Background: an optimization exercise with open tools, aiming at small area, a short achievable clock period and few clock cycles per item. Do not read the settings as production practice. At most, simulation tests tie the RTL to the original design; equivalence was not proved. Function not checked in run 9: the RTL went through the layout flow alone.

[design.v]
module mdc_b(
    input ld, clk,
    input [31:0] i_a, i_b,
    output [31:0] res,
    output done);
    reg [31:0] a, b;
    reg [4:0]  k;
    wire bz = (b == 32'd0);
    wire kz = (k == 5'd0);
    wire [31:0] bg  = b & {32{a[0]}};
    wire [31:0] gg = a & ~bg;
    wire [31:0] pp = ~(a ^ bg);
    reg  [31:0] G, P;
    integer i, j;
    always @* begin
        G = gg; P = pp;
        for (i = 1; i <= 5; i = i + 1)
            for (j = (1 << i) - 1; j < 32; j = j + (1 << i)) begin
                G[j] = G[j] | (P[j] & G[j - (1 << (i - 1))]);
                P[j] = P[j] & P[j - (1 << (i - 1))];
            end
        for (i = 5; i > 0; i = i - 1)
            for (j = (1 << i) + (1 << (i - 1)) - 1; j < 32; j = j + (1 << i)) begin
                G[j] = G[j] | (P[j] & G[j - (1 << (i - 1))]);
                P[j] = P[j] & P[j - (1 << (i - 1))];
            end
    end
    wire [32:0] c   = {G | P, 1'b1};
    wire [32:0] d   = {~c[32], pp ^ c[31:0]};
    wire        eq  = P[31];
    wire        neg = d[32];
    wire both_even  = ~a[0] & ~b[0];
    wire [8:0]  x   = (a[8:0] ^ bg[8:0]) | {7'd0, both_even, 1'b0};
    wire [2:0] sh = x[1] ? 3'd0 : x[2] ? 3'd1 : x[3] ? 3'd2 : x[4] ? 3'd3 :
                    x[5] ? 3'd4 : x[6] ? 3'd5 : x[7] ? 3'd6 : 3'd7;
    wire       big = (x[8:1] == 8'd0);
    wire [40:0] yx = {{9{neg}}, d[32:1]} >> sh;
    wire [31:0] ys = yx[31:0];
    wire [31:0] nb = neg ? {~ys[31:1], 1'b1} : ys;
    always @(posedge clk)
        if (ld) begin
            a <= i_a;
            b <= i_b;
            k <= 5'd0;
        end else if (bz) begin
            if (!kz) begin
                a <= {a[30:0], 1'b0};
                k <= k - 5'd1;
            end
        end else if (both_even) begin
            a <= {1'b0, b[31:1]};
            b <= nb;
            k <= k + 5'd1;
        end else if (!b[0] || (neg && big)) begin
            a <= b;
            b <= a;
        end else begin
            if (!neg)
                a <= b;
            b <= nb;
        end
    assign res = a;
    assign done = kz & (bz | (eq & a[0]));
endmodule
[flow/run.sh]
#!/bin/bash
# Standard layout, except that the port buffers are the smallest buffer
# (sky130_fd_sc_hd__buf_1) rather than the cell buffer_ports picks by itself.
# Every input and output port still gets its own buffer.
set -o pipefail
export BUFFER_PORTS_ARGS="-inputs -outputs -buffer_cell sky130_fd_sc_hd__buf_1"
bash standard.sh > standard.log 2>&1
[standard.sh]
#!/bin/bash
# synth_recipe.tcl (not shown) runs the flow's synth.tcl, then flattens the netlist and writes it again
# the make line also repeats each setting of config.mk as NAME=value (left out here)
make -C /OpenROAD-flow-scripts/flow DESIGN_CONFIG=/design/flow/config.mk WORK_HOME=/design/flow/orfs CLKGATE_MAP_FILE= SYNTH_SCRIPT=/design/flow/synth_recipe.tcl "${@:-finish}"
[config.mk]
export PLATFORM = sky130hd
export DESIGN_NAME = mdc_b
export DESIGN_NICKNAME = mdc_b
export VERILOG_FILES = /design/flow/design.v
export SDC_FILE = /design/flow/constraint.sdc
export NUM_CORES = 4
export LEC_CHECK = 0
export ABC_AREA = 1
export CAP_MARGIN = 20
export CORE_MARGIN = 2
export CORE_UTILIZATION = 40
export CTS_BUF_LIST = sky130_fd_sc_hd__clkbuf_4 sky130_fd_sc_hd__clkbuf_8
export SETUP_SLACK_MARGIN = 2.1
export SLEW_MARGIN = 20
[constraint.sdc]
create_clock -name core_clock -period 5.5 [get_ports {clk}]
set_input_delay 1.1000 -clock core_clock [delete_from_list [all_inputs] [get_ports {clk}]]
set_output_delay 1.1000 -clock core_clock [all_outputs]
set_load 0.01 [all_outputs]
==> results.cfg, run 1 <==
[floorplan]
core_area_mm2 = 0.0174
pin_count = 99
die-area_mm2 = 0.0190
rows = 48
die_h_um = 138
die_x_um = 138
start_util_pct = 41.2

[routing]
vias = 7950
firstDrtPassIters = 7
drcViolationCount = 0
totalWireLength_um = 26300
drt_iter0_markers = 946
ant_nets = 0
post_drt_via_cell_ratio = 5.59
avgRoutedWirePerCell_um = 18.5

[final_layout]
n_fill_cell = 1665
seq_area_mm2 = 0.00202
synthToLayoutAreaGrowth_pct = 29.9
antennaDiodeCount = 0
final_nets = 1292
final_area_mm2 = 0.00929
multi_input_area_mm2 = 0.00531
layout-drive-gt1-share_pct = 25.8

[synthesis]
synth_warnings = 1
synth_top_area_share_pct = 26.9
syn_avg_cell_area_um2 = 6.73
synth_area_leaders = edfxtp_1 (27%), nand2_1 (19%), nand3_1 (8.9%)
syn_area_mm2 = 0.00715
yosys.cell_types.count = 47
ys_ff_latch = 69
ys.flop_type = edfxtp_1
synth_largest_area_cell = edfxtp_1
yosysMostFrequentCell = nand2_1
synth_seq_area_share_pct = 28.3
syn_inst = 1063
synthTopCellsByCount = nand2_1 (357), nand3_1 (127), inv_1 (83)
synth_edf_count = 64
ys_async_sr_fraction_pct = 0
syn_nets = 1164

[clocking]
cts_tree = done
numCtsBuffers = 9
htreeDepth = 3
clk_pin_slew_worst_paths_ns = 0.07
cts_sinks = 69
insertion_delay_ns = 0.36
hold_buffers = 0
root_buffer = clkbuf_8
clockBufferDepth = 2

[sta]
setup-violations-final = 0
slew_violations = 0
slew-limit-headroom_pct = 53.3
hold_viol = 0
fin_crit_sh_pct = 64.6
fin_skew_ns = 0.0112
fmax_mhz = 282
tightest_slew_ns = 0.700
finalSetupTns_ns = 0
rsz0062_at_grt = yes
period_needed_ns = 3.55

[run]
maxCapViolations = 0

[global_route]
grt_max_degree = 48
grt_pass1_wl_um = 37700
grt_pass1_vias = 6796
grtUsageTotal_pct = 26.1
gr-total-overflow = 0
antenna_found_initial = 0

[worst_setup_path]
cp_common_cell = nand2_1
cpPeakStageDelay_ns = 0.38
path_cells = buf_6 > nand2_1 > ha_4 > nand2_1 > clkinv_1 > nand4_1 > nor3_4 > nand3_2 > a21boi_2 > buf_2
start_kind = register
critPathSlowestCell = edfxtp_1
end_kind = output pin
cp.required_ns = 4.40
arrival_ns = 2.45
cp_max_fo = 6
crit_type = reg -> out
rrSetupSlack_ns = 2.15

[outcome]
status = finished clean

[placed_design]
hpwlAfterDp_um = 18100
routabilityCongestion = 0.900
io_buffers = 98
detailed_place.area_mm2 = 0.00766

[hold_path]
hold_path_class = reg -> reg
worst max-delay path, delay by kind of cell (launching register included):
kind	cells	cell delay, ns
compound gates	1	0.18
fa+ha+maj	1	0.32
buf+inv	3	0.38
flops	1	0.38
simple gates	5	0.84
worst paths after layout:
check / from / end / cells after the start
worst max-delay path: a[0] / done / 10
worst min-delay path: k[4] / k[4] / 2
worst max register to register: a[0] / b[1] / 15
worst min register to register: k[4] / k[4] / 2
metal layers:
| metal | share of wire [%] | GRT usage (%) | routed length, µm | up-vias |
|---|---|---|---|---|
| met3 | 9.0 | 3.75 | 2360 | 26 |
| met2 | 44 | 38.5 | 11700 | 402 |
| met5 | 0 | 0 | 0 | - |
| met1 | 45 | 40.4 | 11900 | 3689 |
| li1 | - | - | - | 3833 |
| met4 | 1.3 | 4.93 | 340 | 0 |
kinds of logic (layout without fill, tap and decap cells):
group / Yosys count / after routing / synth area share (%)
AOI/OAI and AO/OA: 149 / 149 / 12.1
buffers and inverters: 150 / 283 / 8.96
adders and majority gates: 35 / 35 / 6.23
DFF: 69 / 69 / 28.3
and+or+nand+nor: 645 / 645 / 42.4
xor gates and xnor gates: 15 / 15 / 2.05
placed cells by master (no fill, tap or decap), types with 19 or more instances in the layout:
master	n
a21oi_1	33
buf_1	96
buf_4	46
edfxtp_1	64
ha_4	27
inv_1	77
nand2_1	330
nand2_2	53
nand2_4	21
nand3_1	102
nand3_2	47
nand4_1	19
nor2_1	31
o21ai_0	30
o21ai_1	29
final cells by class:
cell class / count / area share, %
clock buffers: 11 / 1.50
clock inverters: 5 / 0.552
inverters: 97 / 4.24
multi-input cells: 844 / 57.2
flip-flops and latches: 69 / 21.8
well taps: 225 / 3.03
repair buffers: 164 / 11.1
repair inverters: 6 / 0.633
timing repair:
item | CTS | global route
setup endpoints to repair | 64 | 64
pin swaps | 21 | 43
buffers inserted | 24 | 25
cloned | 0 | 7
gates resized for setup | 69 | 117
stage by stage:
step | hold slack [ns] | instances | utilization (%) | setup slack [ns]
after floorplan | 0.445 | 1063 | - | 2.16
after global placement | 0.471 | 1348 | 44.1 | 1.33
after detailed placement | 0.482 | 1348 | 44.1 | 1.30
after CTS | 0.495 | 1388 | 48.6 | 1.92
after global routing | 0.507 | 1421 | 53.5 | 1.90
final | 0.491 | 1421 | 53.5 | 1.95
flip-flops by register name, summed over array words and instances (netlist names):
register and count:
k 5, b 32, a 32
Testbench counts, summed over its fixed seeds: cycles 72,118, items 3,200.
==> run 2, diff against run 1 <==
--- a/config.mk
+++ b/config.mk
@@ -8,7 +8,7 @@
 export ABC_AREA = 1
 export CAP_MARGIN = 20
 export CORE_MARGIN = 2
-export CORE_UTILIZATION = 40
+export CORE_UTILIZATION = 50
 export CTS_BUF_LIST = sky130_fd_sc_hd__clkbuf_4 sky130_fd_sc_hd__clkbuf_8
-export SETUP_SLACK_MARGIN = 2.1
+export SETUP_SLACK_MARGIN = 1.5
 export SLEW_MARGIN = 20
==> results.cfg, run 2 <==
[final_layout]
top_regs = a x32, b x32, k x5
fin_util_pct = 56.2
final_nets = 1237
layout_common_cells = nand2_1 (357), nand3_1 (127), buf_1 (97), inv_1 (81), edfxtp_1 (64)
layout.cells.non_filler = 1321
final_area_mm2 = 0.00783
antennaDiodeCount = 0
layout-drive-gt1-share_pct = 13.3
synthToLayoutAreaGrowth_pct = 9.50
final_common_cell = nand2_1

[routing]
drcViolationCount = 0
post_drt_via_cell_ratio = 5.66
totalWireLength_um = 23500
ant_nets = 0
firstDrtPassIters = 7
drt_iter0_markers = 878
vias = 7482
avgRoutedWirePerCell_um = 17.8

[sta]
hold_viol = 0
tightest_slew_ns = 0.947
period_needed_ns = 3.75
slew_violations = 0
finalSetupTns_ns = 0
fin_crit_sh_pct = 68.2
setup-violations-final = 0
slew-limit-headroom_pct = 36.8
rsz0062_at_grt = no
fin_skew_ns = 0.0109
fmax_mhz = 267
hold_ws_ns = 0.478

[clocking]
cts_tree = done
numCtsBuffers = 9
clockBufferDepth = 2
clk_pin_slew_worst_paths_ns = 0.07
hold_buffers = 0
root_buffer = clkbuf_8
cts_sinks = 69
htreeDepth = 3
insertion_delay_ns = 0.35

[synthesis]
synth_seq_area_share_pct = 28.3
yosysMostFrequentCell = nand2_1
synth_top_area_share_pct = 26.9
synth_edf_count = 64
syn_area_mm2 = 0.00715
yosys.cell_types.count = 47
ys_ff_latch = 69
synth_warnings = 1
ys_async_sr_fraction_pct = 0
synthTopCellsByCount = nand2_1 (357), nand3_1 (127), inv_1 (83)
ys.flop_type = edfxtp_1
syn_nets = 1164
synth_largest_area_cell = edfxtp_1
synth_area_leaders = edfxtp_1 (27%), nand2_1 (19%), nand3_1 (8.9%)
syn_inst = 1063
syn_avg_cell_area_um2 = 6.73

[worst_setup_path]
rrSetupSlack_ns = 1.81
reg2reg_depth = 19
rr_endpoint = b[29]
crit_type = reg -> out
cpPeakStageDelay_ns = 0.39
start_kind = register
r2r_start = a[0]
cp.required_ns = 4.40
setup.worst_path.start = a[0]
critPathSlowestCell = ha_1
arrival_ns = 2.65
cp-endpoint = done
path_cells = buf_4 > nand2_1 > ha_1 > nand2_2 > nor2_2 > nand4_1 > nor3_2 > nand3_1 > a21boi_1 > buf_1
cp_max_fo = 21
end_kind = output pin

[placed_design]
detailed_place.area_mm2 = 0.00758
routabilityCongestion = 0.948
hpwlAfterDp_um = 18000
place_inst = 1302
io_buffers = 98

[hold_path]
hold_path_class = reg -> reg
min_from = k[4]

[global_route]
grt_pass1_vias = 6465
grt_max_degree = 69
grtUsageTotal_pct = 31.3
gr-total-overflow = 0
antenna_found_initial = 0
grt_pass1_wl_um = 36100

[floorplan]
die_x_um = 124
start_util_pct = 51.3
pin_count = 99
die-area_mm2 = 0.0153
die_h_um = 124
rows = 43
core_area_mm2 = 0.0139

[run]
maxCapViolations = 0

[outcome]
status = finished clean
run 2: repair_timing:
action	CTS	global route
gates resized for setup	0	5
buffers inserted	1	2
endpoints found under the setup margin	49	35
pin swaps	0	1
run 2: cells by family after synthesis:
kind of cell / Yosys count / synth area share, %
AOI/OAI and AO/OA: 149 / 12.1
xor gates and xnor gates: 15 / 2.05
adders and majority gates: 35 / 6.23
buffers and inverters: 150 / 8.96
DFF: 69 / 28.3
and+or+nand+nor: 645 / 42.4
run 2: cell type report:
| cell class | instances | area [µm²] |
|---|---|---|
| Timing Repair Buffer | 115 | 497 |
| Tap cell | 180 | 225 |
| Clock inverter | 1 | 5.00 |
| Fill cell | 1441 | 6110 |
| Inverter | 97 | 369 |
| Sequential cell | 69 | 2020 |
| Multi-Input combinational cell | 844 | 4520 |
| Clock buffer | 15 | 194 |
run 2: how the worst min path moves through the flow:
stage	end	slack, ns	cells past startpoint
after floorplan	k[4]	0.44	2
after global placement	k[4]	0.47	2
after detailed placement	k[4]	0.47	2
after CTS	k[4]	0.48	2
after global routing	k[4]	0.52	2
final	k[4]	0.48	2
run 2: worst max-delay path: cells and delay by family (launching register included):
family                   cells  cell delay (ns)
AND/OR/NAND/NOR              6             0.88
buffers and inverters        2             0.44
adder cells (fa/ha/maj)      1             0.39
flip-flops                   1             0.36
AO/OA/AOI/OAI                1             0.23
run 2: metal layers:
| metal | up-vias | wire [µm] | track usage, % |
|---|---|---|---|
| li1 | 3717 | - | - |
| met1 | 3409 | 11400 | 49.6 |
| met2 | 325 | 9510 | 43.2 |
| met3 | 31 | 2220 | 5.86 |
| met4 | 0 | 357 | 7.24 |
| met5 | - | 0 | 0 |
run 2: through the flow:
| step | setup WS, ns |
|---|---|
| global route | 1.52 |
| CTS | 1.63 |
| floorplan | 1.84 |
| finish | 1.75 |
| detailed placement | 1.38 |
| global placement | 1.49 |
==> run 3, diff against run 2 <==
--- a/config.mk
+++ b/config.mk
@@ -10,5 +10,5 @@
 export CORE_MARGIN = 2
 export CORE_UTILIZATION = 50
 export CTS_BUF_LIST = sky130_fd_sc_hd__clkbuf_4 sky130_fd_sc_hd__clkbuf_8
-export SETUP_SLACK_MARGIN = 1.5
+export SETUP_SLACK_MARGIN = 1.9
 export SLEW_MARGIN = 20
==> results.cfg, run 3 <==
[floorplan]
die_h_um = 124
start_util_pct = 51.3
core_area_mm2 = 0.0139
rows = 43
die-area_mm2 = 0.0153
die_x_um = 124
pin_count = 99

[worst_setup_path]
rrSetupSlack_ns = 2.04
r2r_start = a[0]
path_cells = buf_4 > nand2_1 > ha_1 > inv_1 > nor3_2 > nand2_1 > nor3_2 > nand3_2 > a21boi_0 > buf_1
start_kind = register
end_kind = output pin
crit_type = reg -> out
arrival_ns = 2.62
cp.required_ns = 4.40
critPathSlowestCell = edfxtp_1
cpPeakStageDelay_ns = 0.39
cp_max_fo = 9
reg2reg_depth = 28
rr_endpoint = b[20]

[routing]
drt_iter0_markers = 855
ant_nets = 0
drcViolationCount = 0
firstDrtPassIters = 9
totalWireLength_um = 24200
post_drt_via_cell_ratio = 5.69
avgRoutedWirePerCell_um = 18.2
vias = 7550

[final_layout]
seq_area_mm2 = 0.00202
final_common_cell = nand2_1
multi_input_area_mm2 = 0.00458
final_nets = 1243
layout-drive-gt1-share_pct = 14.6
top_regs = a x32, b x32, k x5
n_fill_cell = 1442
layout_common_cells = nand2_1 (357), nand3_1 (126), buf_1 (97), inv_1 (80), edfxtp_1 (64)
antennaDiodeCount = 0
synthToLayoutAreaGrowth_pct = 11.6
fin_util_pct = 57.2

[hold_path]
hold_depth = 2
min_to = k[4]
hold_path_class = reg -> reg
min_from = k[4]

[synthesis]
synth_top_area_share_pct = 26.9
ys_ff_latch = 69
yosys.cell_types.count = 47
ys_async_sr_fraction_pct = 0
synth_warnings = 1
syn_avg_cell_area_um2 = 6.73
yosysMostFrequentCell = nand2_1
synthTopCellsByCount = nand2_1 (357), nand3_1 (127), inv_1 (83)
synth_area_leaders = edfxtp_1 (27%), nand2_1 (19%), nand3_1 (8.9%)
syn_area_mm2 = 0.00715
synth_largest_area_cell = edfxtp_1
ys.flop_type = edfxtp_1
syn_inst = 1063
synth_seq_area_share_pct = 28.3
syn_nets = 1164
synth_edf_count = 64

[sta]
hold_ws_ns = 0.483
setup-violations-final = 0
fmax_mhz = 269
slew_violations = 0
period_needed_ns = 3.72
rsz0062_at_grt = yes
slew-limit-headroom_pct = 36.1
tightest_slew_ns = 0.958
finalSetupTns_ns = 0
fin_skew_ns = 0.0128
hold_viol = 0
fin_crit_sh_pct = 67.6

[global_route]
grt_pass1_vias = 6676
grt_pass1_wl_um = 37000
grt_max_degree = 69
gr-total-overflow = 0
antenna_found_initial = 0
grtUsageTotal_pct = 32.2

[clocking]
root_buffer = clkbuf_8
numCtsBuffers = 9
cts_tree = done
clockBufferDepth = 2
hold_buffers = 0
insertion_delay_ns = 0.36
cts_sinks = 69
htreeDepth = 3
clk_pin_slew_worst_paths_ns = 0.08

[run]
maxCapViolations = 0

[outcome]
status = finished clean

[placed_design]
hpwlAfterDp_um = 18100
routabilityCongestion = 0.938
io_buffers = 98
-- run 3: cell types whose count changed in the layout (fill, tap and decap cells not counted), moves of 2 or more --
cell	change
clkbuf_8	-4
a21oi_1	-3
a21oi_2	+3
clkinvlp_4	+3
buf_8	+2
bufinv_16	+2
clkbuf_4	-2
nor2_1	-2
-- run 3: cells by family after synthesis --
logic type	count (synthesis)	synth area share, %
DFF	69	28.3
and+or+nand+nor	645	42.4
buffers and inverters	150	8.96
xor gates and xnor gates	15	2.05
adders and majority gates	35	6.23
AOI/OAI and AO/OA	149	12.1
-- run 3: per-layer routing --
layer | global-route usage (%) | routed length [µm] | share of wire (%)
met4 | 6.11 | 291 | 1.2
met2 | 45.5 | 10100 | 42
met1 | 51.4 | 11800 | 49
met5 | 0 | 0 | 0
met3 | 5.17 | 2020 | 8.4
-- run 3: final cells by class --
| cell class | instances | area share, % |
|---|---|---|
| sequential | 69 | 25.4 |
| clock inverter | 7 | 1.13 |
| timing repair buffer | 120 | 6.90 |
| clock buffer | 9 | 1.55 |
| multi-input combinational | 844 | 57.4 |
| tap | 180 | 2.82 |
| timing repair inverter | 1 | 0.0941 |
| inverter | 97 | 4.71 |
-- run 3: stage by stage --
step           cell area (µm²)  instances  setup WS (ns)
2_1_floorplan             7170       1063           2.16
3_3_place_gp              7600       1302           1.19
3_5_place_dp              7600       1302           1.18
4_1_cts                   7860       1321           1.80
5_1_grt                   7980       1327           1.60
6_report                  7980       1327           1.78
-- run 3: timing repair --
item                       in CTS  in global routing
cloned                          0                  1
setup buffers                   3                  4
setup endpoints to repair      64                 64
gates resized for setup         6                 14
pin swaps                       0                  1
-- run 3: worst max path at each step --
| stage | slack, ns | start | end |
|---|---|---|---|
| floorplan | 2.16 | a[0] | a[0] |
| global placement | 1.19 | a[0] | b[29] |
| detailed placement | 1.18 | a[0] | b[29] |
| CTS | 1.80 | a[0] | done |
| global route | 1.60 | a[0] | done |
| finish | 1.78 | a[0] | done |
-- run 3: worst max-delay path: cells and delay by family, from the launching register on --
family	cells	cell delay, ns
AOI/OAI and AO/OA	1	0.23
and+or+nand+nor	5	0.87
DFF	1	0.39
adders and majority gates	1	0.32
buffers and inverters	3	0.46
==> run 4, diff against run 3 <==
--- a/config.mk
+++ b/config.mk
@@ -10,5 +10,5 @@
 export CORE_MARGIN = 2
 export CORE_UTILIZATION = 50
 export CTS_BUF_LIST = sky130_fd_sc_hd__clkbuf_4 sky130_fd_sc_hd__clkbuf_8
-export SETUP_SLACK_MARGIN = 1.9
+export SETUP_SLACK_MARGIN = 1.7
 export SLEW_MARGIN = 20
==> results.cfg, run 4 <==
[synthesis]
synth_area_leaders = edfxtp_1 (27%), nand2_1 (19%), nand3_1 (8.9%)
synthTopCellsByCount = nand2_1 (357), nand3_1 (127), inv_1 (83)
synth_seq_area_share_pct = 28.3
synth_top_family_by_area = simple AND/OR/NAND/NOR gates
yosys.area_share.simple_pct = 42.4
synth_largest_area_cell = edfxtp_1
yosysMostFrequentCell = nand2_1
yosys.area_share.xor_xnor_pct = 2.05
synth-compound-area-share_pct = 12.1
syn_nets = 1164
ys_ff_latch = 69
syn_area_mm2 = 0.00715
ys.flop_type = edfxtp_1
synth_edf_count = 64
yosys.cell_types.count = 47
synth_warnings = 1
syn_avg_cell_area_um2 = 6.73
synthAdderAreaFrac_pct = 6.23
synth_mux_area_share_pct = 0
ys_async_sr_fraction_pct = 0
syn_inst = 1063
synth_top_area_share_pct = 26.9

[floorplan]
die-area_mm2 = 0.0153
start_util_pct = 51.3
die_h_um = 124
pin_count = 99
rows = 43
core_area_mm2 = 0.0139
die_x_um = 124

[sta]
finalSetupTns_ns = 0
rsz0062_at_grt = yes
fin_skew_ns = 0.0134
period_needed_ns = 3.70
slew-limit-headroom_pct = 37.5
tightest_slew_ns = 0.936
hold_viol = 0
slew_violations = 0
fin_crit_sh_pct = 67.4
fmax_mhz = 270
setup-violations-final = 0

[global_route]
grt_max_degree = 69
grtUsageTotal_pct = 31.3
antenna_found_initial = 0
grt_pass1_wl_um = 36100
grt_pass1_vias = 6486
gr-total-overflow = 0

[final_layout]
top_regs = a x32, b x32, k x5
layout_common_cells = nand2_1 (357), nand3_1 (127), buf_1 (97), inv_1 (81), edfxtp_1 (64)
final_nets = 1240
seq_area_mm2 = 0.00202
synthToLayoutAreaGrowth_pct = 9.85
final_area_mm2 = 0.00785
multi_input_area_mm2 = 0.00452
n_fill_cell = 1442
antennaDiodeCount = 0
layout-drive-gt1-share_pct = 13.5
final_common_cell = nand2_1

[outcome]
status = finished clean

[worst_setup_path]
cpPeakStageDelay_ns = 0.39
start_kind = register
crit_type = reg -> out
critPathSlowestCell = ha_1
cp.required_ns = 4.40
cp_max_fo = 21
end_kind = output pin
path_delay_family = simple AND/OR/NAND/NOR gates
cp_num_buf_inv = 2
arrival_ns = 2.60
path_cells = buf_4 > nand2_1 > ha_1 > nand2_2 > nor2_2 > nand4_1 > nor3_2 > nand3_1 > a21boi_1 > buf_1

[clocking]
cts_sinks = 69
hold_buffers = 0
root_buffer = clkbuf_8
numCtsBuffers = 9
htreeDepth = 3
clockBufferDepth = 2
cts_tree = done
insertion_delay_ns = 0.36
clk_pin_slew_worst_paths_ns = 0.07

[routing]
drt_iter0_markers = 840
totalWireLength_um = 23400
firstDrtPassIters = 5
avgRoutedWirePerCell_um = 17.7
ant_nets = 0
drcViolationCount = 0
post_drt_via_cell_ratio = 5.65
vias = 7486

[placed_design]
routabilityCongestion = 0.948
io_buffers = 98
detailed_place.area_mm2 = 0.00758
hpwlAfterDp_um = 18000

[run]
maxCapViolations = 0

[hold_path]
hold_path_class = reg -> reg
run 4: cell counts after synthesis:
No cell type changed its count.
run 4: per-stage QoR:
stage / util [%] / hold slack [ns] / worst slack [ns] / instances
after CTS: 56.0 / 0.483 / 1.72 / 1319
after global routing: 56.4 / 0.524 / 1.54 / 1324
after detailed placement: 54.4 / 0.472 / 1.38 / 1302
after floorplan: - / 0.445 / 1.84 / 1063
after global placement: 54.4 / 0.471 / 1.49 / 1302
final: 56.4 / 0.478 / 1.80 / 1324
run 4: metal layers:
metal	part of all wire, %	up-vias	global-route usage, %
li1	-	3719	-
met1	48	3413	49.6
met2	41	329	43.4
met3	9.8	25	5.86
met4	1.3	0	7.24
met5	0	-	0
run 4: worst min-delay path, cell delays in order (launching register included):
cell and delay (ns):
dfxtp_1 0.30, inv_1 0.07, a21oi_1 0.06
run 4: repair_timing:
action | in CTS | in global routing
pin swaps | 0 | 1
setup endpoints to repair | 64 | 64
resized for setup | 2 | 5
setup buffers | 1 | 5
run 4: cells by family (layout without fill, tap and decap cells):
logic type	Yosys count	count (layout)
XOR/XNOR	15	15
flip-flops	69	69
AND/OR/NAND/NOR	645	645
buffers and inverters	150	231
adder cells (fa/ha/maj)	35	35
AO/OA/AOI/OAI	149	149
run 4: worst paths after layout:
check | start | end | slack [ns] | cells past startpoint
worst max-delay path | a[0] | done | 1.80 | 10
worst min register to register | k[4] | k[4] | 0.48 | 2
worst min-delay path | k[4] | k[4] | 0.48 | 2
worst max register to register | a[0] | a[10] | 1.89 | 15
run 4: final cells by class:
| type | instances | share of cell area [%] |
|---|---|---|
| tap | 180 | 2.87 |
| timing repair buffer | 118 | 6.61 |
| inverter | 97 | 4.73 |
| clock inverter | 1 | 0.0637 |
| clock buffer | 15 | 2.47 |
| multi-input combinational | 844 | 57.5 |
| sequential | 69 | 25.7 |
==> run 5, diff against run 4 <==
==> flow/run.sh (replaced) <==
#!/bin/bash
# The standard layout (standard.sh) with two changes:
#  - the port buffers are sky130_fd_sc_hd__buf_1 (every port still gets one);
#  - clock tree synthesis uses clkbuf_4/clkbuf_8 and inserts no dummy loads.
# The output of the whole run goes to standard.log; ORFS's per-step logs are
# under orfs/logs/.
set -euo pipefail
export BUFFER_PORTS_ARGS="-inputs -outputs -buffer_cell sky130_fd_sc_hd__buf_1"
export CTS_ARGS="-sink_clustering_enable -repair_clock_nets -dont_use_dummy_load -buf_list {sky130_fd_sc_hd__clkbuf_4 sky130_fd_sc_hd__clkbuf_8}"
bash standard.sh > standard.log 2>&1
--- a/config.mk
+++ b/config.mk
@@ -9,6 +9,5 @@
 export CAP_MARGIN = 20
 export CORE_MARGIN = 2
 export CORE_UTILIZATION = 50
-export CTS_BUF_LIST = sky130_fd_sc_hd__clkbuf_4 sky130_fd_sc_hd__clkbuf_8
 export SETUP_SLACK_MARGIN = 1.7
 export SLEW_MARGIN = 20
==> results.cfg, run 5 <==
[clocking]
root_buffer = clkbuf_8
clockBufferDepth = 2
htreeDepth = 3
numCtsBuffers = 9
cts_sinks = 69
clk_pin_slew_worst_paths_ns = 0.08
cts_tree = done
insertion_delay_ns = 0.36

[worst_setup_path]
crit_type = reg -> out
rrSetupSlack_ns = 1.91
cp.required_ns = 4.40
arrival_ns = 2.64
start_kind = register
end_kind = output pin
cp_max_fo = 21

[routing]
avgRoutedWirePerCell_um = 17.8
firstDrtPassIters = 5
totalWireLength_um = 23500
post_drt_via_cell_ratio = 5.67
ant_nets = 0
vias = 7462
drt_iter0_markers = 862
drcViolationCount = 0

[synthesis]
synth_edf_count = 64
synth_top_area_share_pct = 26.9
synth_warnings = 1
syn_avg_cell_area_um2 = 6.73
synth_seq_area_share_pct = 28.3
syn_inst = 1063
yosysMostFrequentCell = nand2_1
syn_nets = 1164
synthTopCellsByCount = nand2_1 (357), nand3_1 (127), inv_1 (83)
synth_largest_area_cell = edfxtp_1
yosys.cell_types.count = 47
synth_area_leaders = edfxtp_1 (27%), nand2_1 (19%), nand3_1 (8.9%)
ys_async_sr_fraction_pct = 0
ys_ff_latch = 69
ys.flop_type = edfxtp_1
syn_area_mm2 = 0.00715

[final_layout]
layout-drive-gt1-share_pct = 13.0
n_fill_cell = 1448
top_regs = a x32, b x32, k x5
antennaDiodeCount = 0
final_area_mm2 = 0.00778
final_nets = 1240
final_common_cell = nand2_1
layout_common_cells = nand2_1 (357), nand3_1 (127), buf_1 (97), inv_1 (81), edfxtp_1 (64)
synthToLayoutAreaGrowth_pct = 8.80

[placed_design]
routabilityCongestion = 0.948
detailed_place.area_mm2 = 0.00758
hpwlAfterDp_um = 18000
io_buffers = 98

[run]
maxCapViolations = 0

[floorplan]
die_h_um = 124
die-area_mm2 = 0.0153
pin_count = 99
die_x_um = 124
core_area_mm2 = 0.0139
rows = 43
start_util_pct = 51.3

[sta]
finalSetupTns_ns = 0
setup-violations-final = 0
period_needed_ns = 3.74
fmax_mhz = 267
slew-limit-headroom_pct = 39.3
slew_violations = 0
rsz0062_at_grt = yes
hold_viol = 0
fin_crit_sh_pct = 68.1
tightest_slew_ns = 0.909
fin_skew_ns = 0.0175

[outcome]
status = finished clean

[global_route]
gr-total-overflow = 0
antenna_found_initial = 0
grt_max_degree = 69
grt_pass1_vias = 6496
grtUsageTotal_pct = 31.4
grt_pass1_wl_um = 36100

[hold_path]
hold_path_class = reg -> reg
## run 5: cell counts after synthesis
No cell type changed its count.
## run 5: what timing repair did
item,in CTS,in global routing
hold buffers,0,0
setup buffers,1,5
pin swaps,0,1
setup endpoints to repair,64,63
resized for setup,2,5
cloned,0,0
## run 5: worst paths after layout
kind              startpoint  endpoint  cells past startpoint
setup / recovery        a[0]      done                     10
hold / removal          k[4]      k[4]                      2
setup reg to reg        a[0]     a[10]                     15
hold reg to reg         k[4]      k[4]                      2
## run 5: layout make-up
class | instances | area (µm²) | area share [%]
multi-input cells | 844 | 4520 | 58.1
well taps | 180 | 225 | 2.90
repair buffers | 118 | 519 | 6.68
flip-flops and latches | 69 | 2020 | 26.0
clock buffers | 9 | 124 | 1.59
inverters | 97 | 372 | 4.78
## run 5: logic make-up (layout without fill, tap and decap cells)
kind of cell / count (synthesis) / in the layout / share of synthesized area, %
AND/OR/NAND/NOR: 645 / 645 / 42.4
buffers and inverters: 150 / 224 / 8.96
AO/OA/AOI/OAI: 149 / 149 / 12.1
flip-flops: 69 / 69 / 28.3
adder cells (fa/ha/maj): 35 / 35 / 6.23
XOR/XNOR: 15 / 15 / 2.05
## run 5: per-layer routing
layer	part of all wire [%]	up-vias	track usage (%)	wire length, µm
met2	41	302	43.4	9560
li1	-	3717	-	-
met3	9.0	24	5.59	2110
met4	1.4	0	7.17	334
met1	49	3419	49.9	11400
met5	0	-	0	0
## run 5: metrics by stage
stage	util [%]	hold slack (ns)	setup WS (ns)	std cells
floorplan	-	0.445	1.84	1063
finish	55.8	0.476	1.76	1317
global route	55.8	0.524	1.54	1317
global placement	54.4	0.471	1.49	1302
CTS	55.4	0.483	1.73	1312
detailed placement	54.4	0.472	1.38	1302
## run 5: worst max-delay path, stage by stage, from the launching register on
cell and delay, ns:
edfxtp_1 0.36, buf_4 0.27, nand2_1 0.09, ha_1 0.39
nand2_2 0.09, nor2_2 0.15, nand4_1 0.14, nor3_2 0.19
nand3_1 0.22, a21boi_1 0.23, buf_1 0.17
==> run 6, diff against run 5 <==
==> flow/run.sh (replaced) <==
#!/bin/bash
# The standard layout (standard.sh) with two changes:
#  - synthesis maps the logic with the ABC script flow/abc.script (an
#    area-oriented mapping) in place of ORFS's; everything else in the
#    synthesis, including the registers and their names, is the standard flow's own;
#  - the port buffers are sky130_fd_sc_hd__buf_1; every port still gets one.
# The output of the whole run goes to standard.log; ORFS's per-step logs are
# under orfs/logs/.
set -euo pipefail
here=$(pwd)
export BUFFER_PORTS_ARGS="-inputs -outputs -buffer_cell sky130_fd_sc_hd__buf_1"
sed 's#log_cmd abc {\*}$abc_args#set abc_args [lreplace $abc_args 1 1 '"$here"'/flow/abc.script]\n  log_cmd abc {*}$abc_args#' \
    "$FLOW_HOME/scripts/synth.tcl" > synth_custom.tcl
grep -q 'flow/abc.script' synth_custom.tcl
sed 's#source $::env(SCRIPTS_DIR)/synth.tcl#source '"$here"'/synth_custom.tcl#' synth_recipe.tcl > synth_recipe_custom.tcl
grep -q 'synth_custom.tcl' synth_recipe_custom.tcl
sed 's#SYNTH_SCRIPT=[^ ]*#SYNTH_SCRIPT='"$here"'/synth_recipe_custom.tcl#' standard.sh > standard_custom.sh
grep -q 'synth_recipe_custom.tcl' standard_custom.sh
bash standard_custom.sh > standard.log 2>&1
==> flow/abc.script (new file) <==
&get -n
&st
&dch
&nf -R 1000
&put
topo
stime -c
buffer -c
upsize -c
dnsize -c
--- a/config.mk
+++ b/config.mk
@@ -8,6 +8,7 @@
 export ABC_AREA = 1
 export CAP_MARGIN = 20
 export CORE_MARGIN = 2
-export CORE_UTILIZATION = 50
+export CORE_UTILIZATION = 40
+export CTS_BUF_LIST = sky130_fd_sc_hd__clkbuf_4 sky130_fd_sc_hd__clkbuf_8
 export SETUP_SLACK_MARGIN = 1.7
 export SLEW_MARGIN = 20
==> results.cfg, run 6 <==
[clocking]
root_buffer = clkbuf_8
insertion_delay_ns = 0.38
numCtsBuffers = 9
clk_pin_slew_worst_paths_ns = 0.08
htreeDepth = 3
cts_tree = done
clockBufferDepth = 2
cts_sinks = 69

[hold_path]
hold_path_class = reg -> reg

[worst_setup_path]
cp_max_fo = 6
cpPeakStageDelay_ns = 0.33
path_delay_family = compound AO/OA/AOI/OAI gates
arrival_ns = 4.12
cp.required_ns = 5.59
cp_common_cell = buf_4
crit_type = reg -> reg
path_cells = buf_4 > buf_12 > buf_4 > nand2_1 > ha_4 > nand2_1 > o21ai_1 > a21o_1 > inv_2 > o21ai_4 > inv_1 > o21ai_2 > a21o_1 > a21oi_2 > buf_4 > buf_4 > xor2_2 > a21oi_2 > nor2_1 > a21oi_4 > mux2i_1 > xnor2_1 > nor2_1 > o31ai_2
start_kind = register
critPathSlowestCell = edfxtp_1
end_kind = register
cp_num_buf_inv = 7

[synthesis]
yosys.cell_types.count = 54
syn_nets = 869
ys_ff_latch = 69
syn_area_mm2 = 0.00623
synth_area_leaders = edfxtp_1 (31%), nand2_1 (7.3%), o21ai_0 (7.2%)
synth_top_area_share_pct = 30.8
yosysMostFrequentCell = nand2_1
synth_warnings = 1
synthTopCellsByCount = nand2_1 (121), o21ai_0 (89), nor2_1 (87)
synth_seq_area_share_pct = 32.5
syn_avg_cell_area_um2 = 8.11
syn_inst = 768
synth_edf_count = 64
ys_async_sr_fraction_pct = 0
synth_largest_area_cell = edfxtp_1
ys.flop_type = edfxtp_1

[floorplan]
pin_count = 99
core_area_mm2 = 0.0152
start_util_pct = 41.0
die-area_mm2 = 0.0166
die_x_um = 129
die_h_um = 129
rows = 45

[sta]
finalSetupTns_ns = 0
fin_skew_ns = 0.00994
fin_crit_sh_pct = 73.3
tightest_slew_ns = 0.784
period_needed_ns = 4.03
fmax_mhz = 248
hold_viol = 0
slew-limit-headroom_pct = 47.8
rsz0062_at_grt = yes
setup_slack_ns = 1.47
setup-violations-final = 0
slew_violations = 0

[placed_design]
hpwlAfterDp_um = 13100
place_ws_ns = 0.737
io_buffers = 98
routabilityCongestion = 0.869

[routing]
totalWireLength_um = 20900
drt_iter0_markers = 499
avgRoutedWirePerCell_um = 19.2
vias = 6387
firstDrtPassIters = 7
drcViolationCount = 0
post_drt_via_cell_ratio = 5.86
ant_nets = 0

[final_layout]
final_nets = 998
antennaDiodeCount = 0
final_common_cell = nand2_1
synthToLayoutAreaGrowth_pct = 31.4
fin_util_pct = 53.8
top_regs = a x32, b x32, k x5
layout_common_cells = nand2_1 (113), buf_1 (96), nor2_1 (75), o21ai_0 (71), edfxtp_1 (64)
layout-drive-gt1-share_pct = 24.4

[global_route]
grt_pass1_wl_um = 31700
grt_pass1_vias = 6047
grt_max_degree = 88
grtUsageTotal_pct = 24.4
antenna_found_initial = 0
gr-total-overflow = 0

[outcome]
status = finished clean

[run]
maxCapViolations = 0
run 6: changes by cell type after synthesis, sizes merged, moves of 23 or more:
cell,previous run,this run
inv,96,18
nand3,156,2
nand2,404,121
o21ai,73,96
xnor2,7,34
a22oi,4,36
mux2i,0,32
a21oi,41,65
nor2,40,89
run 6: per-stage QoR:
step	area [µm²]	hold slack [ns]	cells
4_1_cts	7740	0.520	1069
3_3_place_gp	6850	0.487	1016
3_5_place_dp	6850	0.499	1016
6_report	8190	0.514	1090
5_1_grt	8190	0.531	1090
2_1_floorplan	6320	0.463	768
run 6: final timing paths:
kind         slack, ns     to  from  cells after the start
max               1.47  b[20]  a[0]                     24
min               0.51   k[4]  k[4]                      1
max reg2reg       1.47  b[20]  a[0]                     24
min reg2reg       0.51   k[4]  k[4]                      1
run 6: kinds of logic (layout without fill, tap and decap cells):
logic type | Yosys count | count (layout) | synth area share, %
flip-flops | 69 | 69 | 32.5
AO/OA/AOI/OAI | 257 | 258 | 26.2
buffers and inverters | 72 | 203 | 4.54
adder cells (fa/ha/maj) | 35 | 35 | 7.15
multiplexers | 36 | 36 | 5.92
XOR/XNOR | 53 | 53 | 7.45
AND/OR/NAND/NOR | 246 | 248 | 16.3
run 6: what timing repair did:
| item | CTS | global route |
|---|---|---|
| hold buffers | 0 | 0 |
| pin swaps | 50 | 56 |
| setup buffers | 34 | 19 |
| cloned | 3 | 2 |
| setup endpoints to repair | 65 | 65 |
| gates resized for setup | 78 | 68 |
| endpoints found under the hold margin | 0 | 0 |
run 6: final cells by class:
type / count / area [µm²]
repair buffers: 169 / 992
clock inverters: 3 / 17.5
multi-input cells: 630 / 4670
flip-flops and latches: 69 / 2020
inverters: 18 / 67.6
clock buffers: 13 / 179
fillers: 1414 / 7020
well taps: 188 / 235
run 6: worst register-to-register path: stages (launching register included):
cell,delay [ns]
edfxtp_1,0.33
buf_4,0.15
buf_12,0.13
buf_4,0.14
nand2_1,0.09
ha_4,0.31
nand2_1,0.08
o21ai_1,0.18
a21o_1,0.18
inv_2,0.07
o21ai_4,0.20
inv_1,0.08
o21ai_2,0.17
a21o_1,0.17
a21oi_2,0.07
buf_4,0.13
buf_4,0.13
xor2_2,0.16
a21oi_2,0.20
nor2_1,0.09
a21oi_4,0.18
mux2i_1,0.12
xnor2_1,0.16
nor2_1,0.13
o31ai_2,0.08
run 6: routing by layer:
metal / vias to the layer above / global-route usage (%) / share of wire (%)
met4: 0 / 8.44 / 2.9
li1: 3069 / - / -
met5: - / 0 / 0
met3: 60 / 5.20 / 5.7
met1: 3042 / 33.4 / 46
met2: 216 / 38.4 / 45
==> run 7, diff against run 6 <==
==> flow/abc.script (replaced) <==
strash
dch
amap
topo
stime -c
buffer -c
upsize -c
dnsize -c
==> results.cfg, run 7 <==
[sta]
fmax_mhz = 239
fin_skew_ns = 0.0127
setup_slack_ns = 1.31
hold_viol = 0
fin_crit_sh_pct = 76.2
period_needed_ns = 4.19
tightest_slew_ns = 0.798
slew_violations = 0
setup-violations-final = 0
rsz0062_at_grt = yes
finalSetupTns_ns = 0
hold_ws_ns = 0.470
slew-limit-headroom_pct = 46.8

[worst_setup_path]
end_kind = register
cpPeakStageDelay_ns = 0.39
cp.required_ns = 5.61
crit_type = reg -> reg
cp_num_buf_inv = 6
cp_max_fo = 6
start_kind = register
path_delay_family = compound AO/OA/AOI/OAI gates
arrival_ns = 4.30
critPathSlowestCell = or3_4

[floorplan]
die_h_um = 127
pin_count = 99
rows = 45
start_util_pct = 40.4
core_area_mm2 = 0.0150
die_x_um = 127
die-area_mm2 = 0.0162

[synthesis]
ys_ff_latch = 69
syn_nets = 852
synth_seq_area_share_pct = 33.3
synth_largest_area_cell = edfxtp_1
synth_top_area_share_pct = 31.6
ys_async_sr_fraction_pct = 0
syn_inst = 751
synth_warnings = 1
synth_area_leaders = edfxtp_1 (32%), ha_1 (7.0%), o22a_1 (6.8%)
yosys.cell_types.count = 47
syn_avg_cell_area_um2 = 8.09
synthTopCellsByCount = nand2_1 (94), a21oi_1 (76), nor2_1 (76)
syn_area_mm2 = 0.00608
ys.flop_type = edfxtp_1
synth_edf_count = 64
yosysMostFrequentCell = nand2_1

[clocking]
hold_buffers = 0
insertion_delay_ns = 0.38
numCtsBuffers = 9
cts_sinks = 69
clk_pin_slew_worst_paths_ns = 0.09
root_buffer = clkbuf_8
cts_tree = done
htreeDepth = 3
clockBufferDepth = 2

[routing]
ant_nets = 0
firstDrtPassIters = 8
totalWireLength_um = 21200
post_drt_via_cell_ratio = 6.14
vias = 6491
avgRoutedWirePerCell_um = 20.0
drcViolationCount = 0
drt_iter0_markers = 686

[final_layout]
synthToLayoutAreaGrowth_pct = 30.6
fin_util_pct = 52.8
final_area_mm2 = 0.00794
final_nets = 966
antennaDiodeCount = 0
layout_common_cells = buf_1 (96), nand2_1 (89), edfxtp_1 (64), nor2_1 (60), a21oi_1 (54)
layout-drive-gt1-share_pct = 22.9
n_fill_cell = 1422
top_regs = a x32, b x32, k x5
final_common_cell = buf_1

[outcome]
status = finished clean

[placed_design]
io_buffers = 98
routabilityCongestion = 0.904
place_ws_ns = 0.831
hpwlAfterDp_um = 13900
detailed_place.area_mm2 = 0.00670

[run]
maxCapViolations = 0

[global_route]
grt_pass1_vias = 6258
gr-total-overflow = 0
antenna_found_initial = 0
grt_max_degree = 90
grtUsageTotal_pct = 24.7
grt_pass1_wl_um = 32100

[hold_path]
hold_path_class = reg -> reg
==> run 7: changes by cell type after synthesis, sizes merged, moves of 28 or more <==
cell,previous run,this run
o22a,0,47
o22ai,1,30
xnor2,34,0
inv,18,46
mux2i,32,0
a22oi,36,7
==> run 7: worst paths after layout <==
kind | from | endpoint | slack [ns] | cells past startpoint
max | a[0] | b[25] | 1.31 | 26
min | k[4] | k[4] | 0.47 | 1
max reg2reg | a[0] | b[25] | 1.31 | 26
min reg2reg | k[4] | k[4] | 0.47 | 1
==> run 7: cell families (layout without fill, tap and decap cells) <==
| family | count (synthesis) | after routing | synth area share, % |
|---|---|---|---|
| AOI/OAI and AO/OA | 336 | 336 | 38.4 |
| and+or+nand+nor | 208 | 208 | 14.5 |
| buffers and inverters | 103 | 222 | 6.59 |
| DFF | 69 | 69 | 33.3 |
| adders and majority gates | 35 | 35 | 7.33 |
==> run 7: layer usage <==
metal,part of all wire (%),GRT usage (%),routed length [µm]
met4,1.7,7.89,355
met2,49,42.2,10400
met3,4.6,3.02,976
met5,0,0,0
met1,44,32.8,9430
==> run 7: what timing repair did <==
action | in CTS | in global routing
gates resized for setup | 63 | 73
buffers inserted | 21 | 15
pin swaps | 15 | 27
setup endpoints to repair | 65 | 65
gates cloned | 1 | 5
endpoints found under the hold margin | 0 | 0
==> run 7: cell type report <==
type	instances	area, µm²	area share, %
Multi-Input combinational cell	579	4200	52.9
Inverter	47	205	2.58
Timing Repair inverter	1	5.00	0.0630
Sequential cell	69	2020	25.5
Clock buffer	10	138	1.73
Clock inverter	6	134	1.69
Timing Repair Buffer	158	998	12.6
Tap cell	188	235	2.96
==> run 7: through the flow <==
stage / cells
4_1_cts: 1037
6_report: 1058
3_3_place_gp: 999
3_5_place_dp: 999
2_1_floorplan: 751
5_1_grt: 1058
==> run 7: worst register-to-register path, stage by stage, from the launching register on <==
cell and delay, ns:
edfxtp_1 0.38, buf_6 0.11, buf_8 0.12, nand2_4 0.06
ha_4 0.29, inv_4 0.03, or3_4 0.39, nand2_4 0.08
inv_4 0.04, o221a_4 0.23, o221ai_4 0.19, inv_2 0.08
o21ai_4 0.16, inv_2 0.05, o21ai_2 0.14, nand2_2 0.10
o21ai_4 0.17, a21oi_2 0.09, nand2_1 0.09, o21ai_2 0.06
o22a_1 0.21, or2_1 0.24, o21a_1 0.13, o22ai_2 0.17
a21oi_2 0.08, o221ai_1 0.13, o21ai_1 0.08
==> run 8, diff against run 7 <==
==> flow/abc.script (replaced) <==
strash
dch
map -D 3000
topo
stime -c
buffer -c
upsize -c
dnsize -c
--- a/config.mk
+++ b/config.mk
@@ -8,7 +8,7 @@
 export ABC_AREA = 1
 export CAP_MARGIN = 20
 export CORE_MARGIN = 2
-export CORE_UTILIZATION = 40
+export CORE_UTILIZATION = 50
 export CTS_BUF_LIST = sky130_fd_sc_hd__clkbuf_4 sky130_fd_sc_hd__clkbuf_8
 export SETUP_SLACK_MARGIN = 1.7
 export SLEW_MARGIN = 20
==> results.cfg, run 8 <==
[clocking]
clk_pin_slew_worst_paths_ns = 0.08
cts_sinks = 69
htreeDepth = 3
cts_tree = done
numCtsBuffers = 9
root_buffer = clkbuf_8
clockBufferDepth = 2
hold_buffers = 0
insertion_delay_ns = 0.38

[worst_setup_path]
cp_max_fo = 9
r2r_start = a[0]
arrival_ns = 4.22
setup.worst_path.start = a[0]
rrSetupSlack_ns = 1.42
start_kind = register
end_kind = register
reg2reg_depth = 23
crit_type = reg -> reg
cp.required_ns = 5.64
rr_endpoint = b[23]

[sta]
slew_violations = 0
setup-violations-final = 0
fin_skew_ns = 0.0140
setup_slack_ns = 1.42
hold_viol = 0
period_needed_ns = 4.08
rsz0062_at_grt = yes
fmax_mhz = 245
finalSetupTns_ns = 0
slew-limit-headroom_pct = 28.3
fin_crit_sh_pct = 74.2
tightest_slew_ns = 1.07

[synthesis]
syn_inst = 884
synth_top_area_share_pct = 30.1
synth_edf_count = 64
ys_async_sr_fraction_pct = 0
syn_avg_cell_area_um2 = 7.22
synth_warnings = 1
synthTopCellsByCount = nand2_1 (202), o21ai_0 (108), nor2_1 (86)
synth_largest_area_cell = edfxtp_1
ys_ff_latch = 69
syn_nets = 985
yosys.cell_types.count = 47
yosysMostFrequentCell = nand2_1
syn_area_mm2 = 0.00638
synth_area_leaders = edfxtp_1 (30%), nand2_1 (12%), o21ai_0 (8.5%)
synth_seq_area_share_pct = 31.7
ys.flop_type = edfxtp_1

[placed_design]
hpwlAfterDp_um = 13700
place_inst = 1119
place_ws_ns = 1.03
routabilityCongestion = 0.931
io_buffers = 98

[hold_path]
hold_depth = 2
min_to = k[4]
min_from = k[4]
hold_path_class = reg -> reg

[routing]
post_drt_via_cell_ratio = 5.89
totalWireLength_um = 21100
firstDrtPassIters = 5
ant_nets = 0
drt_iter0_markers = 657
drcViolationCount = 0
avgRoutedWirePerCell_um = 18.1
vias = 6862

[floorplan]
rows = 41
pin_count = 99
die-area_mm2 = 0.0137
core_area_mm2 = 0.0125
die_x_um = 117
die_h_um = 117
start_util_pct = 51.0

[final_layout]
top_regs = a x32, b x32, k x5
fin_util_pct = 62.1
layout_common_cells = nand2_1 (198), buf_1 (96), o21ai_0 (85), nor2_1 (73), edfxtp_1 (64)
final_common_cell = nand2_1
layout-drive-gt1-share_pct = 16.1
final_nets = 1089
synthToLayoutAreaGrowth_pct = 21.8
seq_area_mm2 = 0.00202
n_fill_cell = 1209
layout.cells.non_filler = 1165
antennaDiodeCount = 0
multi_input_area_mm2 = 0.00430

[global_route]
antenna_found_initial = 0
grt_pass1_vias = 6343
grt_max_degree = 57
grt_pass1_wl_um = 31700
gr-total-overflow = 0
grtUsageTotal_pct = 29.8

[run]
maxCapViolations = 0

[outcome]
status = finished clean
## run 8: cell count changes in the layout (fill, tap and decap cells not counted), sizes merged, moves of 8 or more
cell    before  now
buf        153  137
nor2        76   89
o21ai       81  145
nor3         3   11
nand2       96  204
a21oi       76   61
inv         44   64
o22ai       30    0
a22oi        7   46
o22a        47    0
a222oi      30    0
xor2         0   37
o221ai      15    0
## run 8: stage by stage
step	area (µm²)	hold WS (ns)
finish	7770	0.484
global route	7770	0.522
CTS	7220	0.485
detailed placement	6920	0.471
global placement	6920	0.463
floorplan	6400	0.445
## run 8: kinds of logic after synthesis
group                    Yosys count  share of synthesized area, %
AO/OA/AOI/OAI                    286                          26.7
XOR/XNOR                          44                          6.04
adder cells (fa/ha/maj)           35                          6.98
buffers and inverters            114                          6.88
flip-flops                        69                          31.7
multiplexers                       7                          1.10
AND/OR/NAND/NOR                  329                          20.7
## run 8: area by class of cell
cell class | instances | area share [%]
multi-input combinational | 701 | 55.3
sequential | 69 | 26.0
timing repair buffer | 140 | 10.2
inverter | 65 | 3.30
tap | 172 | 2.77
clock buffer | 11 | 1.79
clock inverter | 5 | 0.354
timing repair inverter | 2 | 0.258
## run 8: metal layers
layer  wire (µm)  track usage [%]  vias up
met1        9670             42.0     3261
met4         584             12.6        0
met2        9520             46.5      262
met5           0                0        -
li1            -                -     3303
met3        1360             3.35       36
## run 8: worst max-delay path, cell delays in order (launching register included)
cell and delay (ns):
edfxtp_1 0.42, buf_12 0.17, nand2_1 0.10, ha_4 0.22, a21oi_2 0.15, nor3_1 0.07
a211oi_2 0.22, inv_1 0.06, a31oi_1 0.21, a21boi_2 0.26, buf_4 0.15, o21ai_4 0.07
o21ai_2 0.16, a21boi_2 0.10, o21ai_2 0.18, nand2_1 0.11, xor2_2 0.17, o21ai_2 0.19
mux2i_1 0.14, buf_4 0.16, o21ai_2 0.12, xor2_1 0.15, nand2_1 0.07, a22o_1 0.18
## run 8: how the worst max path moves through the flow
stage	to	slack (ns)
final	b[23]	1.42
after global routing	b[23]	1.23
after CTS	b[23]	1.57
after detailed placement	b[4]	1.03
after global placement	b[4]	1.25
after floorplan	a[0]	1.73
## run 8: repair_timing
item / in CTS / in global routing
gates cloned: 0 / 4
pin swaps: 6 / 23
resized for setup: 21 / 93
hold endpoints to repair: 0 / 0
setup endpoints to repair: 65 / 83
setup buffers: 6 / 20
==> run 9, diff against run 8 <==
--- a/design.v
+++ b/design.v
@@ -10,20 +10,19 @@
     wire [31:0] bg  = b & {32{a[0]}};
     wire [31:0] gg = a & ~bg;
     wire [31:0] pp = ~(a ^ bg);
-    reg  [31:0] G, P;
+    reg  [31:0] G, P, Gn, Pn;
     integer i, j;
     always @* begin
         G = gg; P = pp;
-        for (i = 1; i <= 5; i = i + 1)
-            for (j = (1 << i) - 1; j < 32; j = j + (1 << i)) begin
-                G[j] = G[j] | (P[j] & G[j - (1 << (i - 1))]);
-                P[j] = P[j] & P[j - (1 << (i - 1))];
-            end
-        for (i = 5; i > 0; i = i - 1)
-            for (j = (1 << i) + (1 << (i - 1)) - 1; j < 32; j = j + (1 << i)) begin
-                G[j] = G[j] | (P[j] & G[j - (1 << (i - 1))]);
-                P[j] = P[j] & P[j - (1 << (i - 1))];
-            end
+        for (i = 0; i < 5; i = i + 1) begin
+            Gn = G; Pn = P;
+            for (j = 0; j < 32; j = j + 1)
+                if (j[i]) begin
+                    Gn[j] = G[j] | (P[j] & G[((j >> i) << i) - 1]);
+                    Pn[j] = P[j] & P[((j >> i) << i) - 1];
+                end
+            G = Gn; P = Pn;
+        end
     end
     wire [32:0] c   = {G | P, 1'b1};
     wire [32:0] d   = {~c[32], pp ^ c[31:0]};
==> flow/run.sh (replaced) <==
#!/bin/bash
# Standard layout, except that the port buffers are the smallest buffer
# (sky130_fd_sc_hd__buf_1) rather than the cell buffer_ports picks by itself.
# Every input and output port still gets its own buffer.
set -o pipefail
export BUFFER_PORTS_ARGS="-inputs -outputs -buffer_cell sky130_fd_sc_hd__buf_1"
bash standard.sh > standard.log 2>&1
removed: flow/abc.script
==> results.cfg, run 9 <==
[hold_path]
hold_path_class = reg -> reg
min_from = k[4]
min_to = k[4]
hold_depth = 2

[routing]
post_drt_via_cell_ratio = 5.84
firstDrtPassIters = 6
avgRoutedWirePerCell_um = 18.0
totalWireLength_um = 25200
top_layer = met4
ant_nets = 0
drt_iter0_markers = 782
dr_wl_met3_um = 2370
wl_met2_um = 10500
drcViolationCount = 0
vias = 8167
wl_met1_um = 12000

[synthesis]
synth_largest_area_cell = edfxtp_1
syn_avg_cell_area_um2 = 6.39
syn_inst = 1133
yosys.cell_types.count = 49
ys_ff_latch = 69
syn_nets = 1234
synth_edf_count = 64
synth_warnings = 1
yosysMostFrequentCell = nand2_1
ys_async_sr_fraction_pct = 0
synthTopCellsByCount = nand2_1 (379), nand3_1 (219), inv_1 (88)
ys.flop_type = edfxtp_1
synth_top_area_share_pct = 26.5
synth_seq_area_share_pct = 27.9
synth_area_leaders = edfxtp_1 (27%), nand2_1 (20%), nand3_1 (15%)
syn_area_mm2 = 0.00724

[final_layout]
layout-drive-gt1-share_pct = 9.27
final_nets = 1315
final_common_cell = nand2_1
layout_common_cells = nand2_1 (375), nand3_1 (219), buf_1 (96), inv_1 (87), edfxtp_1 (64)
layout.cells.non_filler = 1399
synthToLayoutAreaGrowth_pct = 14.0
antennaDiodeCount = 0
fin_util_pct = 58.8
top_regs = a x32, b x32, k x5

[clocking]
numCtsBuffers = 9
hold_buffers = 0
htreeDepth = 3
cts_tree = done
clk_pin_slew_worst_paths_ns = 0.09
root_buffer = clkbuf_8
insertion_delay_ns = 0.37
cts_sinks = 69
clockBufferDepth = 2

[worst_setup_path]
crit_type = reg -> out
critPathSlowestCell = edfxtp_1
cpPeakStageDelay_ns = 0.38
rr_endpoint = a[6]
cp_common_cell = nand2_1
rrSetupSlack_ns = 2.00
cp.required_ns = 4.40
cp_max_fo = 17
start_kind = register
reg2reg_depth = 16
path_delay_family = simple AND/OR/NAND/NOR gates
cp_num_buf_inv = 3
r2r_start = a[0]
path_cells = buf_12 > bufbuf_16 > nand2_1 > ha_1 > nand2_1 > nor2_4 > and3_4 > nand3b_4 > nor2_1 > o21a_1 > buf_2
arrival_ns = 2.58
end_kind = output pin

[global_route]
gr-total-overflow = 0
grt_pass1_vias = 7230
grt_max_degree = 61
antenna_found_initial = 0
grtUsageTotal_pct = 31.8
grt_pass1_wl_um = 39400

[sta]
rsz0062_at_grt = no
fin_skew_ns = 0.0173
finalSetupTns_ns = 0
slew_violations = 0
setup-violations-final = 0
hold_ws_ns = 0.487
fmax_mhz = 272
tightest_slew_ns = 0.915
fin_crit_sh_pct = 66.8
setup_slack_ns = 1.82
hold_viol = 0
slew-limit-headroom_pct = 38.9
period_needed_ns = 3.68

[floorplan]
die_h_um = 124
die_x_um = 124
rows = 43
core_area_mm2 = 0.0140
die-area_mm2 = 0.0155
pin_count = 99
start_util_pct = 51.6

[placed_design]
hpwlAfterDp_um = 18400
io_buffers = 98
place_ws_ns = 1.72
place_inst = 1371
routabilityCongestion = 0.933

[outcome]
status = finished clean

[run]
maxCapViolations = 0
[run 9: logic make-up (layout without fill, tap and decap cells)]
logic type | after synthesis | in the layout | synth area share [%]
simple gates | 736 | 737 | 46.3
xor+xnor | 8 | 8 | 0.967
buf+inv | 153 | 238 | 8.57
flops | 69 | 69 | 27.9
compound gates | 132 | 132 | 10.1
fa+ha+maj | 35 | 35 | 6.15
[run 9: worst reg2reg max path: cells and delay by family, from the launching register on]
kind,cells,cell delay (ns)
simple gates,9,0.97
compound gates,3,0.79
buf+inv,3,0.70
flops,1,0.38
fa+ha+maj,1,0.33
[run 9: repair_timing]
action	in CTS	in global routing
cloned	2	1
endpoints found under the setup margin	1	57
hold endpoints to repair	0	0
buffers inserted	4	5
pin swaps	1	6
resized for setup	9	25
[run 9: layer usage]
layer,track usage [%],vias to the layer above
met5,0,-
met4,6.08,0
met3,4.55,22
met2,46.7,356
met1,49.5,3770
li1,-,4019
[run 9: worst max-delay path by stage]
stage	start	endpoint	slack, ns	cells after the start
2_1_floorplan	a[0]	a[0]	1.83	15
3_3_place_gp	a[0]	a[13]	1.77	13
3_5_place_dp	a[0]	a[7]	1.72	13
4_1_cts	a[0]	done	1.71	11
5_1_grt	a[0]	done	1.70	11
6_report	a[0]	done	1.82	11
[run 9: final cells by class]
cell class | count | area [µm²]
Inverter | 100 | 379
Tap cell | 180 | 225
Clock inverter | 7 | 97.6
Sequential cell | 69 | 2020
Clock buffer | 9 | 124
Multi-Input combinational cell | 912 | 4780
Timing Repair Buffer | 122 | 633
Fill cell | 1457 | 5780
[run 9: through the flow]
step                      area [µm²]
after global placement          7710
after global routing            8260
after detailed placement        7710
after CTS                       8090
after floorplan                 7250
final                           8260

separate check: timing with driven ports:
Ports are ideal in the flow. The routed layouts listed here were re-timed in OpenROAD.
Step 1, drivers: a clkbuf_16 drives clk and a buf_2 each remaining input, both assumed.
Step 2 moves the port delays by t, midway between the first and last clock arrival at a register: inputs arrive t later, outputs are due t later. That takes back most of the time a late clock gives input paths.
Slacks: ideal / step 1 / step 2; pairs: ideal / step 1.
| run | t (ns) | setup slack, ns | hold WS [ns] | worst data-port slew with drivers (ns) |
|---|---|---|---|---|
| run 1 | 0.391 | 1.949 / 1.913 / 2.152 | 0.491 / 0.491 / 0.491 | 0.04 |
| run 2 | 0.382 | 1.752 / 1.718 / 1.811 | 0.478 / 0.478 / 0.478 | 0.03 |
| run 3 | 0.391 | 1.784 / 1.750 / 2.035 | 0.483 / 0.483 / 0.483 | 0.03 |
| run 4 | 0.383 | 1.795 / 1.761 / 1.890 | 0.478 / 0.478 / 0.478 | 0.03 |
| run 5 | 0.384 | 1.757 / 1.723 / 1.907 | 0.476 / 0.476 / 0.476 | 0.03 |
| run 6 | 0.408 | 1.470 / 1.470 / 1.470 | 0.514 / 0.514 / 0.514 | 0.03 |
| run 7 | 0.410 | 1.308 / 1.308 / 1.308 | 0.470 / 0.470 / 0.470 | 0.04 |
| run 8 | 0.412 | 1.421 / 1.421 / 1.421 | 0.484 / 0.484 / 0.484 | 0.04 |
| run 9 | 0.404 | 1.824 / 1.786 / 1.920 | 0.487 / 0.487 / 0.487 | 0.04 |
After both steps every run listed still meets setup and hold.
